What follows belongs to an exercise in optimizing a design on an open flow for small area and a short achievable clock period; a production flow would make more cautious choices. At most, simulation tests tie the RTL to the original design; equivalence was not proved.

==> inputs of willow <==
==> flow/design.v (excerpt) <==
module QPSK_Symbol_Timing_Sync_Top #(
    parameter DATA_WIDTH   = 16,
    parameter MU_WIDTH     = 10,
    parameter MU_FRAC      = 9,
    parameter COEFF_WIDTH  = 16,
    parameter ACC_WIDTH    = 32
)(
    input  wire                         clk,
    input  wire                         rst,
    input  wire signed [DATA_WIDTH-1:0] I_in,
    input  wire signed [DATA_WIDTH-1:0] Q_in,
    output wire signed [DATA_WIDTH-1:0] I_out,
    output wire signed [DATA_WIDTH-1:0] Q_out,
    output reg                          valid_out
);
clock: 14.0 ns
lec_check: 0
abc_area: 1
cap_margin: 20
core_margin: 2
core_utilization: 40
slew_margin: 20
run.sh (not shown) runs the stock make flow with config.mk's settings and CLKGATE_MAP_FILE= SYNTH_SCRIPT=/design/flow/synth_recipe.tcl, a recipe that flattens the netlist after the stock synthesis.
==> inputs of raven, as changes to willow <==
--- a/flow/design.v
+++ b/flow/design.v
@@ -226,28 +226,33 @@
     input  wire [N-1:0] b,
     input  wire         ci,
     output wire [N-1:0] s,
     output wire         co
 );
-    localparam L = (N > 1) ? $clog2(N) : 1;
+    localparam L = (N > 16) ? 5 : (N > 8) ? 4 : (N > 4) ? 3 : (N > 2) ? 2 : 1;
     wire [N-1:0] p  = a ^ b;
     wire [N-1:0] g  = a & b;
     wire [N-1:0] g0 = {g[N-1:1], g[0] | (p[0] & ci)};
-    wire [N-1:0] p0 = {p[N-1:1], 1'b0};
     genvar l, i;
     generate
         for (l = 0; l < L; l = l + 1) begin : lv
             wire [N-1:0] gi, pi, go, po;
             if (l == 0) begin : first
                 assign gi = g0;
-                assign pi = p0;
+                assign pi = p;
             end else begin : next
                 assign gi = lv[l-1].go;
                 assign pi = lv[l-1].po;
             end
             for (i = 0; i < N; i = i + 1) begin : bt
-                if ((i >> l) & 1) begin : cmb
+                if (i == 1 && l == 0) begin : one
+                    assign go[i] = g[1] | (p[1] & g[0]) | (p[1] & p[0] & ci);
+                    assign po[i] = 1'b0;
+                end else if (i == (1 << l) && l > 0) begin : pow
+                    assign go[i] = g[i] | (p[i] & g[i-1]) | (p[i] & p[i-1] & gi[i-2]);
+                    assign po[i] = 1'b0;
+                end else if ((i >> l) & 1) begin : cmb
                     assign go[i] = gi[i] | (pi[i] & gi[((i >> l) << l) - 1]);
                     assign po[i] = pi[i] & pi[((i >> l) << l) - 1];
                 end else begin : pas
                     assign go[i] = gi[i];
                     assign po[i] = pi[i];
@@ -258,10 +263,28 @@
     wire [N-1:0] gl = lv[L-1].go;
     wire [N-1:0] c  = {gl[N-2:0], ci};
     assign s  = p ^ c;
     assign co = gl[N-1];
 endmodule
+module add_c3 (
+    input  wire [15:0] x,
+    input  wire [2:0]  c,
+    output wire [15:0] s
+);
+    wire [2:0] lo  = {1'b0, x[1:0]} + {1'b0, c[1:0]};
+    wire       inc = lo[2] & ~c[2];
+    wire       dec = ~lo[2] & c[2];
+    assign s[1:0] = lo[1:0];
+    genvar i;
+    generate for (i = 2; i < 16; i = i + 1) begin : up
+        if (i == 2) begin : b0
+            assign s[i] = x[i] ^ (inc | dec);
+        end else begin : bn
+            assign s[i] = x[i] ^ ((inc & (&x[i-1:2])) | (dec & ~(|x[i-1:2])));
+        end
+    end endgenerate
+endmodule
 module interp_core (
     input  wire [4:0]  aone, atwo, aneg,
     input  wire [16:0] S,
     input  wire [17:0] hb0, hb1,
     input  wire        cb,
@@ -935,57 +958,61 @@
 `timescale 1ns / 1ps
 module interp_chan (
     input  wire               clk,
     input  wire               rst,
     input  wire signed [15:0] x_in,
-    input  wire [4:0]         aone, atwo, aneg,    
-    input  wire [4:0]         bone, btwo, bneg,    
+    input  wire [4:0]         aone_n, atwo_n, aneg_n,  
+    input  wire [4:0]         bone_n, btwo_n, bneg_n,  
     output wire signed [15:0] x_interp,
     output wire signed [15:0] x1_o,
     output wire        [2:0]  c_o
 );
     reg signed [15:0] x3, x2, x1;    
-    reg signed [15:0] h;             
     reg signed [16:0] S;             
     reg signed [16:0] Dn;            
     reg        [17:0] hb0, hb1;      
     reg               cb;            
     reg        [2:0]  c;
+    reg        [4:0]  aone, atwo, aneg;    
+    reg        [4:0]  bone, btwo, bneg;
     always @(posedge clk or posedge rst) begin
         if (rst)
             x3 <= 16'sd0;
         else
             x3 <= x_in;
     end
     wire [15:0] inh = {x_in[15], x_in[15:1]};
-    wire [15:0] x2h = {x2[15], x2[15:1]};
+    wire [16:0] x1h = {x1[15], x1[15], x1[15:1]};
+    wire [16:0] x2h = {x2[15], x2[15], x2[15:1]};
+    wire [16:0] x3h = {x3[15], x3[15], x3[15:1]};
+    wire [16:0] za  = x3h ^ ~x1h ^ ~x2h;
+    wire [16:0] zb  = (x3h & ~x1h) | (~x2h & (x3h ^ ~x1h));
     wire        hci = x_in[0] | ~x2[0];
-    wire [15:0] h_n;
     wire [16:0] zm, s_n, d_n;
     wire [2:0]  c_n;
-    add_sk #(16) u_h (.a(inh), .b(~x2h), .ci(hci), .s(h_n), .co());
-    add_sk #(17) u_z (.a({h[15], h}), .b(~{x2h[15], x2h}), .ci(1'b0), .s(zm), .co());
+    add_sk #(17) u_z (.a(za), .b({zb[15:0], 1'b0}), .ci(x3[0] | ~x1[0]), .s(zm), .co());
     add_sk #(17) u_s (.a(zm), .b({inh[15], inh}), .ci(hci), .s(s_n), .co());
     add_sk #(17) u_d (.a({x_in[15], x_in}), .b(~{x3[15], x3}), .ci(1'b1), .s(d_n), .co());
     wire [17:0] hb0_n, hb1_n;
     wire        cb_n;
     interp_btree u_bt (.bone(bone), .btwo(btwo), .bneg(bneg), .D(Dn),
                        .hb0(hb0_n), .hb1(hb1_n), .cb(cb_n));
     interp_core u_core (.aone(aone), .atwo(atwo), .aneg(aneg), .S(S),
                         .hb0(hb0), .hb1(hb1), .cb(cb), .c(c_n));
     always @(posedge clk) begin
+        aone <= aone_n;  atwo <= atwo_n;  aneg <= aneg_n;
+        bone <= bone_n;  btwo <= btwo_n;  bneg <= bneg_n;
         x2 <= x3;
         x1 <= x2;
-        h  <= h_n;
         S  <= s_n;
         Dn  <= d_n;
         hb0 <= hb0_n;
         hb1 <= hb1_n;
         cb  <= cb_n;
         c  <= c_n;
     end
-    add_sk #(16) u_i (.a(x1), .b({{13{c[2]}}, c}), .ci(1'b0), .s(x_interp), .co());
+    add_c3 u_i (.x(x1), .c(c), .s(x_interp));
     assign x1_o = x1;
     assign c_o  = c;
 endmodule
 `timescale 1ns / 1ps
 module QPSK_Symbol_Timing_Sync_Top #(
@@ -1006,11 +1033,10 @@
     reg        [9:0]  mu;
     reg signed [10:0] mu_sum;
     reg               uf;
     reg signed [9:0]  vk;        
     wire [9:0]  mu_next = {mu_sum[10] & ~mu_sum[9], mu_sum[8:0]};
-    integer j;
     wire [10:0] mu_half = {1'b0, mu} + 11'd256;
     wire [10:0] ms_n;
     add_sk #(11) u_ms (.a(mu_half), .b({vk[9], vk}), .ci(1'b0), .s(ms_n), .co());
     always @(posedge clk or posedge rst) begin
         if (rst) begin
@@ -1022,41 +1048,39 @@
             uf     <= mu_sum[10] | mu_sum[9];
             mu     <= mu_next;
         end
     end
     wire [10:0] mx = {ms_n[10] & ~ms_n[9], ms_n[8:0], 1'b0};
-    reg  [4:0]  bone, btwo, bneg;
-    always @(posedge clk) begin
-        for (j = 0; j < 5; j = j + 1) begin
-            bneg[j] <= mx[2*j+2];
-            bone[j] <= mx[2*j+1] ^ mx[2*j];
-            btwo[j] <= (mx[2*j+2] & ~mx[2*j+1] & ~mx[2*j]) | (~mx[2*j+2] & mx[2*j+1] & mx[2*j]);
-        end
-    end
-    wire        [9:0]  q;                            
+    wire [4:0]  bone_n, btwo_n, bneg_n;
+    wire [9:0]  q;                                   
     mu_square u_sq (.m(mu_next), .q(q));
-    wire        [10:0] qx   = {q, 1'b0};
-    reg  [4:0] aone, atwo, aneg;
-    always @(posedge clk) begin
-        for (j = 0; j < 4; j = j + 1) begin
-            aneg[j] <= qx[2*j+2];
-            aone[j] <= qx[2*j+1] ^ qx[2*j];
-            atwo[j] <= (qx[2*j+2] & ~qx[2*j+1] & ~qx[2*j]) | (~qx[2*j+2] & qx[2*j+1] & qx[2*j]);
+    wire [10:0] qx = {q, 1'b0};
+    wire [4:0]  aone_n, atwo_n, aneg_n;
+    genvar k;
+    generate for (k = 0; k < 5; k = k + 1) begin : enc
+        assign bneg_n[k] = mx[2*k+2];
+        assign bone_n[k] = mx[2*k+1] ^ mx[2*k];
+        assign btwo_n[k] = (mx[2*k+2] & ~mx[2*k+1] & ~mx[2*k]) | (~mx[2*k+2] & mx[2*k+1] & mx[2*k]);
+        if (k < 4) begin : lo
+            assign aneg_n[k] = qx[2*k+2];
+            assign aone_n[k] = qx[2*k+1] ^ qx[2*k];
+            assign atwo_n[k] = (qx[2*k+2] & ~qx[2*k+1] & ~qx[2*k]) | (~qx[2*k+2] & qx[2*k+1] & qx[2*k]);
+        end else begin : hi
+            assign aneg_n[k] = 1'b0;
+            assign aone_n[k] = q[8] ^ q[7];
+            assign atwo_n[k] = q[9] | (q[8] & q[7]);
         end
-        aneg[4] <= 1'b0;
-        aone[4] <= q[8] ^ q[7];
-        atwo[4] <= q[9] | (q[8] & q[7]);
-    end
+    end endgenerate
     wire signed [15:0] I_interp, Q_interp, xi1;
     wire        [2:0]  ci;
     interp_chan u_chi (.clk(clk), .rst(rst), .x_in(I_in),
-                       .aone(aone), .atwo(atwo), .aneg(aneg),
-                       .bone(bone), .btwo(btwo), .bneg(bneg), .x_interp(I_interp),
+                       .aone_n(aone_n), .atwo_n(atwo_n), .aneg_n(aneg_n),
+                       .bone_n(bone_n), .btwo_n(btwo_n), .bneg_n(bneg_n), .x_interp(I_interp),
                        .x1_o(xi1), .c_o(ci));
     interp_chan u_chq (.clk(clk), .rst(rst), .x_in(Q_in),
-                       .aone(aone), .atwo(atwo), .aneg(aneg),
-                       .bone(bone), .btwo(btwo), .bneg(bneg), .x_interp(Q_interp),
+                       .aone_n(aone_n), .atwo_n(atwo_n), .aneg_n(aneg_n),
+                       .bone_n(bone_n), .btwo_n(btwo_n), .bneg_n(bneg_n), .x_interp(Q_interp),
                        .x1_o(), .c_o());
     reg signed [15:0] i_d1;      
     reg               s2p, s2n;  
     reg        [15:0] e_k;       
     reg               e_kn;
==> flow/flow/run.sh (new file) <==
#!/bin/bash
# Standard synthesis, then the standard layout with plain buffers on the
# ports and timing repair aimed at a shorter period than the clock (the
# constraints themselves are unchanged).
set -euo pipefail
bash standard.sh synth > synth.log 2>&1
export BUFFER_PORTS_ARGS="-buffer_cell sky130_fd_sc_hd__buf_2"
bash standard.sh SETUP_SLACK_MARGIN=9.8 finish > layout.log 2>&1
==> flow/standard.sh (new file) <==
#!/bin/bash
# synth_recipe.tcl (not shown) runs the flow's synth.tcl, then flattens the netlist and writes it again
# the make line also repeats each setting of config.mk as NAME=value (left out here)
make -C /OpenROAD-flow-scripts/flow DESIGN_CONFIG=/design/flow/config.mk WORK_HOME=/design/flow/orfs CLKGATE_MAP_FILE= SYNTH_SCRIPT=/design/flow/synth_recipe.tcl "${@:-finish}"
removed: flow/run.sh
==> summary.txt <==
Place WS: raven 9080 ps; willow 7640 ps
Simple-gate share of the synthesized area: raven 0.115; willow 0.103
Average footprint of a synthesized cell: raven 8.50 sq um; willow 8.77 sq um
Vias in the first global route: raven 25.5k; willow 25.0k
Flops & latches, synth: raven 397; willow 429
Detailed Route Iter0 Violations: raven 1931; willow 1691
Clk cell area share: raven 0.0475; willow 0.0443
First-pass GRT wire length: raven 136000 um; willow 134000 um
Routed wl met3: raven 5780 um; willow 4360 um
Fraction of synthesized area in multiplexers: raven 0.00230; willow 0.00162
Number of cells on the critical path: raven 21; willow 12
Run status: raven complete, no violations; willow complete, no violations
Nets: raven 4620; willow 4552
Clock insertion delay at the later pin of the skew report: raven 600 ps; willow 610 ps
Min cycle time layout: raven 4200 ps; willow 5790 ps
Total Routed Length: raven 84400 um; willow 81200 um
Multi-In Gates: raven 2586; willow 2559
Function not checked in willow: the RTL went through the layout flow alone.

-- afterwards: timing with drivers on the ports --
The flow's constraints put no driver on any port. The routed layouts listed below were extracted and timed again, unchanged, in two steps.
Step 1, drivers: a clkbuf_16 drives clk and a buf_2 each remaining input, both assumed.
Step 2, shift: input delay + t, output delay - t, t = (earliest + latest rising clock arrival at the registers) / 2. This alone moves slack from input paths to output paths.
Three values: ideal, step 1, step 2; two values: the first two.
| run | t (ns) | slack for setup (ns) | worst hold slack (ns) | slew at the worst register clock pin (ns) |
|---|---|---|---|---|
| willow | 0.639 | 8.215 / 8.237 / 7.598 | 0.349 / 0.349 / 0.349 | 0.07 / 0.07 |
| raven | 0.645 | 9.802 / 9.802 / 9.356 | 0.355 / 0.355 / 0.355 | 0.07 / 0.07 |
After both steps setup and hold are still met in every run listed. For willow, which loses most, drivers alone change the setup slack by +0.022 ns; drivers and shift together by -0.617 ns.
